What follows belongs to an exercise in optimizing a design on an open flow for small area and a short achievable clock period; a production flow would make more cautious choices. In this exercise RTL edits were held to simulation tests only and were not proved equivalent to the original.

== build 62 ==
==> flow/design.v (excerpt) <==
module Lorenz_Encryptor_Top (
    input wire clk,
    input wire rst,
    input wire [7:0]  s_axis_key_tdata,    
    input wire        s_axis_key_tvalid,   
    output wire       s_axis_key_tready,   
    output wire [7:0] m_axis_key_tdata,    
    output wire       m_axis_key_tvalid,   
    input wire        m_axis_key_tready,   
    input wire [7:0]  s_axis_pixel_tdata,   
    input wire        s_axis_pixel_tvalid,  
    output wire       s_axis_pixel_tready,  
    output wire [7:0] m_axis_pixel_tdata,   
    output wire       m_axis_pixel_tvalid,  
    input wire        m_axis_pixel_tready,  
    output wire done
);
    wire [7:0] key_data_out;
    wire key_valid_out;
    wire key_ready_in;
    Lorenz_axi lorenz_inst (
        .clk(clk),
        .rst(rst),
        .key_valid(s_axis_key_tvalid),    
        .key_in(s_axis_key_tdata),        
        .tdata(key_data_out),             
        .tvalid(key_valid_out),           
        .tready(key_ready_in)             
    );
    Encryptor_axi encryptor_inst (
        .clk(clk),
        .rst(rst),
        .pixel_in(s_axis_pixel_tdata),    
        .pixel_valid(s_axis_pixel_tvalid),
        .tdata(key_data_out),             
        .tvalid(key_valid_out),           
        .tready(key_ready_in),            
        .pixel_out(m_axis_pixel_tdata),   
        .done(done)
    );
    assign s_axis_key_tready  = key_ready_in;   
    assign m_axis_key_tdata   = key_data_out;   
    assign m_axis_key_tvalid  = key_valid_out;  
  ...
export LEC_CHECK = 0
export ABC_AREA = 1
export CAP_MARGIN = 20
export CORE_MARGIN = 2
export CORE_UTILIZATION = 40
export SLEW_MARGIN = 20
export SYNTH_HIERARCHICAL = 1
export SYNTH_MINIMUM_KEEP_SIZE = 0
create_clock -name core_clock -period 22.0 [get_ports {clk}]
standard.sh (not shown) runs the stock make flow with config.mk's settings and CLKGATE_MAP_FILE= SYNTH_SCRIPT=/design/flow/synth_recipe.tcl, a recipe that flattens the netlist after the stock synthesis.
==> flow/flow/run.sh <==
#!/bin/bash
# The standard layout (standard synthesis included), with the timing
# repair steps aiming at a setup slack of SETUP_SLACK_MARGIN ns instead of 0.
# The make output goes to flow_standard.log; each step's own log is under orfs/logs.
set -uo pipefail
bash standard.sh SETUP_SLACK_MARGIN=11.5 TNS_END_PERCENT=0 finish > flow_standard.log 2>&1
--- input diff build 62..build 12 ---
--- a/flow/flow/run.sh
+++ b/flow/flow/run.sh
@@ -4,3 +4,3 @@
 # The make output goes to flow_standard.log; each step's own log is under orfs/logs.
 set -uo pipefail
-bash standard.sh SETUP_SLACK_MARGIN=11.5 TNS_END_PERCENT=0 finish > flow_standard.log 2>&1
+bash standard.sh SETUP_SLACK_MARGIN=11 TNS_END_PERCENT=10 finish > flow_standard.log 2>&1
Build 12: no failed stages, no open violations at the end. Share of the final layout cell area in sequential cells: build 62 vs build 12, no meaningful difference. | post-placement cell count | build 12 vs build 62 | ≈ equal |. Build 12 ended up with sky130_fd_sc_hd__fa_2 as its cell with the biggest individual delay on the critical path; build 62 ended up with sky130_fd_sc_hd__dfrtp_4. Cell count: build 12 higher than build 62.
Here is what was changed in the inputs of build 27 compared with build 12.
--- a/flow/flow/run.sh
+++ b/flow/flow/run.sh
@@ -4,3 +4,3 @@
 # The make output goes to flow_standard.log; each step's own log is under orfs/logs.
 set -uo pipefail
-bash standard.sh SETUP_SLACK_MARGIN=11 TNS_END_PERCENT=10 finish > flow_standard.log 2>&1
+bash standard.sh SETUP_SLACK_MARGIN=12 TNS_END_PERCENT=10 finish > flow_standard.log 2>&1
Findings:
Build 12 ended with every stage complete and zero timing, DRC or antenna violations.
Per the final summary, build 27 finished and its layout is clean on timing, DRC and antenna.
Depth of the worst register-to-register path ended up about 25% lower on build 27 than on build 12.
Compared with build 12, build 27 shows a required time of the worst setup path that is 30 ps lower.
Number of gates given a new drive strength after cts (lower): build 12
Effective utilization at floorplan: build 12 vs build 27 identical
Build 12 vs build 27, critical-path cell with the highest stage delay: sky130_fd_sc_hd__fa_2 vs sky130_fd_sc_hd__o211ai_1
Going from build 12 to build 27, final design area excluding fillers went up about 0.53%; worst setup slack went down 120 ps.
#### Input delta (build 73 over build 27)
--- a/flow/flow/run.sh
+++ b/flow/flow/run.sh
@@ -4,3 +4,3 @@
 # The make output goes to flow_standard.log; each step's own log is under orfs/logs.
 set -uo pipefail
-bash standard.sh SETUP_SLACK_MARGIN=12 TNS_END_PERCENT=10 finish > flow_standard.log 2>&1
+bash standard.sh SETUP_SLACK_MARGIN=10 TNS_END_PERCENT=10 finish > flow_standard.log 2>&1
[summary]
On portion of the clock cycle consumed by the worst path in the final layout: build 73 sits above build 27.
Compared with build 27, build 73 shows worst setup slack lower by 340 ps.
Between build 27 and build 73, the cell count went down.
Higher post-cts sizing count was reported by build 27, not build 73.

==> port drivers added, routing unchanged <==
Ports are ideal in the flow. The routed layouts listed here were re-timed in OpenROAD. Step 1 (the two cells are an assumption about what drives the block):
set clk [get_ports {clk}]
set_driving_cell -lib_cell sky130_fd_sc_hd__clkbuf_16 $clk
set_driving_cell -lib_cell sky130_fd_sc_hd__buf_2 [delete_from_list [all_inputs] $clk]
Step 2 times the ports against the registers' clock, not the clock port: input delays grow and output delays shrink by t, the midpoint of the rising clock arrivals with the driver on. Slacks: no drivers / after step 1 / after step 2; pairs: no drivers / after step 1.
run | t (ns) | setup slack, ns | hold WS [ns]
build 62 | 0.712 | 10.384 / 10.384 / 10.384 | 0.473 / 0.473 / 0.473
build 12 | 0.706 | 10.531 / 10.531 / 10.531 | 0.471 / 0.471 / 0.471
build 27 | 0.734 | 10.414 / 10.414 / 10.414 | 0.484 / 0.484 / 0.484
build 73 | 0.712 | 10.072 / 10.072 / 10.072 | 0.469 / 0.469 / 0.469
After both steps setup and hold are still met in every run listed.
